Context: an optimization exercise on an open-source flow, tuned for small area. The choices shown serve that exercise and are no tape-out recipe. Only simulation tests tie the RTL to the original design; equivalence was not proved. Power and IR drop assume default switching activity.

## pine
// top1
module top1(
	input CLOCK_50,
	input RESET_N,
	input [7:0] KEY,
	input [9:0] SW,
	output [7:0] VGA_R,
	output [7:0] VGA_G,
	output [7:0] VGA_B,
	output VGA_CLK,
	output VGA_HS,
	output VGA_VS,
	output VGA_BLANK_N,
	output VGA_SYNC_N,
	output [6:0] HEX0,
	output [6:0] HEX1,
	output [6:0] HEX2,
	output [6:0] HEX3,
	output [6:0] HEX4,
	output [6:0] HEX5
);
For scale: ~4600 cells after synthesis, ~1400 flip-flops, about 91 I/O pins, ~59000 um2 of cells after synthesis.
Settings: LEC_CHECK=0, CAP_MARGIN=15, CORE_MARGIN=2, CORE_UTILIZATION=55, SLEW_MARGIN=5; clock period 20.0 ns.
standard.sh (not shown) runs the stock make flow with config.mk's settings and CLKGATE_MAP_FILE= SYNTH_SCRIPT=/design/flow/synth_recipe.tcl, a recipe that flattens the netlist after the stock synthesis.
==> flow/flow/run.sh <==
#!/bin/bash
# Own flow: the standard layout (standard.sh) with these changes:
#  - synthesis maps the logic with an area-oriented ABC script (flow/abc_speed.script)
#    and leaves adders to ABC (no separate full/half adder mapping);
#    every yosys step before ABC, flip-flop mapping included, is the standard one,
#    so the registers are the same as the standard synthesis's;
#  - clock tree synthesis without dummy loads and with larger sink clusters;
#  - the port buffers are the smallest buffer (buf_1).
set -euo pipefail
W=$PWD
cp -r "$FLOW_HOME/scripts" "$W/scr"
cp "$W/flow/abc_speed.script" "$W/scr/abc_speed.script"
make -C "$FLOW_HOME" DESIGN_CONFIG="$W/config.mk" WORK_HOME="$W/orfs" CLKGATE_MAP_FILE= \
  SYNTH_SCRIPT="$W/synth_recipe.tcl" SCRIPTS_DIR="$W/scr" ADDER_MAP_FILE= synth > "$W/synth.log" 2>&1
CTS="-sink_clustering_enable -repair_clock_nets -dont_use_dummy_load"
CTS="$CTS -buf_list {sky130_fd_sc_hd__clkbuf_8}"
CTS="$CTS -sink_clustering_size 14 -sink_clustering_max_diameter 80"
bash "$W/standard.sh" "CTS_ARGS=$CTS" "BUFFER_PORTS_ARGS=-buffer_cell sky130_fd_sc_hd__buf_1" finish > "$W/layout.log" 2>&1
==> flow/flow/abc_speed.script <==
strash
&get -n
&fraig -x
&put
dc2
strash
&get -n
&deepsyn -T 900
&put
strash
&get -n
&dch -f
&nf -R 1000 -C 32 -F 16
&put
strash
&get -n
&dch -f
&nf -R 1000 -C 32 -F 16
&put
strash
&get -n
&dch -f
&nf -R 1000 -C 32 -F 16
&put
topo
In summary, pine completed successfully, with a layout that passed the timing, design-rule and antenna checks.
Modified inputs, cedar compared to pine
-- flow/design.v --
<<< pine, line 292
	wire [3:0] lin_m = P[7:4];
	wire [3:0] col_m = P[3:0];
	reg [7:0] roff, woff;
	always @(*) begin
		case (est)
>>> cedar, line 292
	wire [3:0] lin_m = P[7:4];
	wire [3:0] col_m = P[3:0];
	reg [7:0] roff;
	always @(*) begin
		case (est)
<<< pine, line 304
			default: roff = 8'd17;
		endcase
		case (est)
			4'd3: woff = -8'd17;
			4'd4: woff = -8'd16;
			4'd5: woff = -8'd15;
			4'd6: woff = -8'd1;
			4'd7: woff = 8'd1;
			4'd8: woff = 8'd15;
			4'd9: woff = 8'd16;
			4'd10: woff = 8'd17;
			default: woff = 8'd0;
		endcase
	end
	wire [7:0] rd_gen = candmode ? P : P + roff;
	wire [7:0] wa_gen = P + woff;
	reg [7:0] ra;
	reg       swe;
>>> cedar, line 304
			default: roff = 8'd17;
		endcase
	end
	wire [7:0] rd_gen = candmode ? P : P + roff;
	reg [7:0] wa_gen;
	reg [7:0] ra;
	reg       swe;
<<< pine, line 352
	wire run_sw = done_minas && !we_q && !ab4 && varre;    
	wire gen_step = sobe && !done_minas && done_clear;
	wire ab_step  = sobe && done_clear && done_minas;
	wire [2:0] estado_ab_at = ab_p ? 3'd1 : estado_ab;
>>> cedar, line 341
	wire run_sw = done_minas && !we_q && !ab4 && varre;    
	wire gen_step = sobe && !done_minas && done_clear;
	always @(posedge clk) if (gen_step) wa_gen <= rd_gen;
	wire ab_step  = sobe && done_clear && done_minas;
	wire [2:0] estado_ab_at = ab_p ? 3'd1 : estado_ab;
- Compared with pine, cedar shows a higher share of the cycle needed by the critical path after routing.
- On logic gate share of total power, cedar tracks pine almost exactly.
- When cedar is measured against pine, its synthesized cell count turns out 72 lower.
- Compared pine against cedar; count of state elements after synthesis within noise.
- Relative to pine, the global-route usage of cedar is lower by 0.44 points.
- Any difference in die area between pine and cedar is small enough to ignore.
- Diff pine -> cedar: switching part of the total power held steady, non-filler instance count after layout has decreased, total wirelength of the detailed-routed design went down about 1.2%, met3 wirelength from detailed routing now larger, clock group total power level.
- Looking at post-route minimum period across both flows, cedar is the weaker of the two, with pine ahead.

static timing again, ports no longer ideal:
The flow's constraints put no driver on any port. The routed layouts listed below were extracted and timed again, unchanged, in two steps.
Step 1 sets driving cells, clkbuf_16 on the clock port and buf_2 on the other inputs (assumed; they add their load-dependent delay and slew).
Step 2 moves the port delays by t, midway between the first and last clock arrival at a register: inputs arrive t later, outputs are due t later. That takes back most of the time a late clock gives input paths.
Slacks: ideal ports / drivers / drivers and shift; pairs: ideal ports / drivers.
| run | shift t [ns] | setup WS [ns] | worst setup path after step 2 | slew at the worst register clock pin (ns) | worst data-port slew with drivers (ns) |
|---|---|---|---|---|---|
| pine | 0.890 | 10.674 / 10.674 / 10.674 | register to register | 0.11 / 0.11 | 0.06 |
| cedar | 0.889 | 10.568 / 10.568 / 10.568 | register to register | 0.10 / 0.10 | 0.04 |
After both steps every run listed still meets setup and hold.
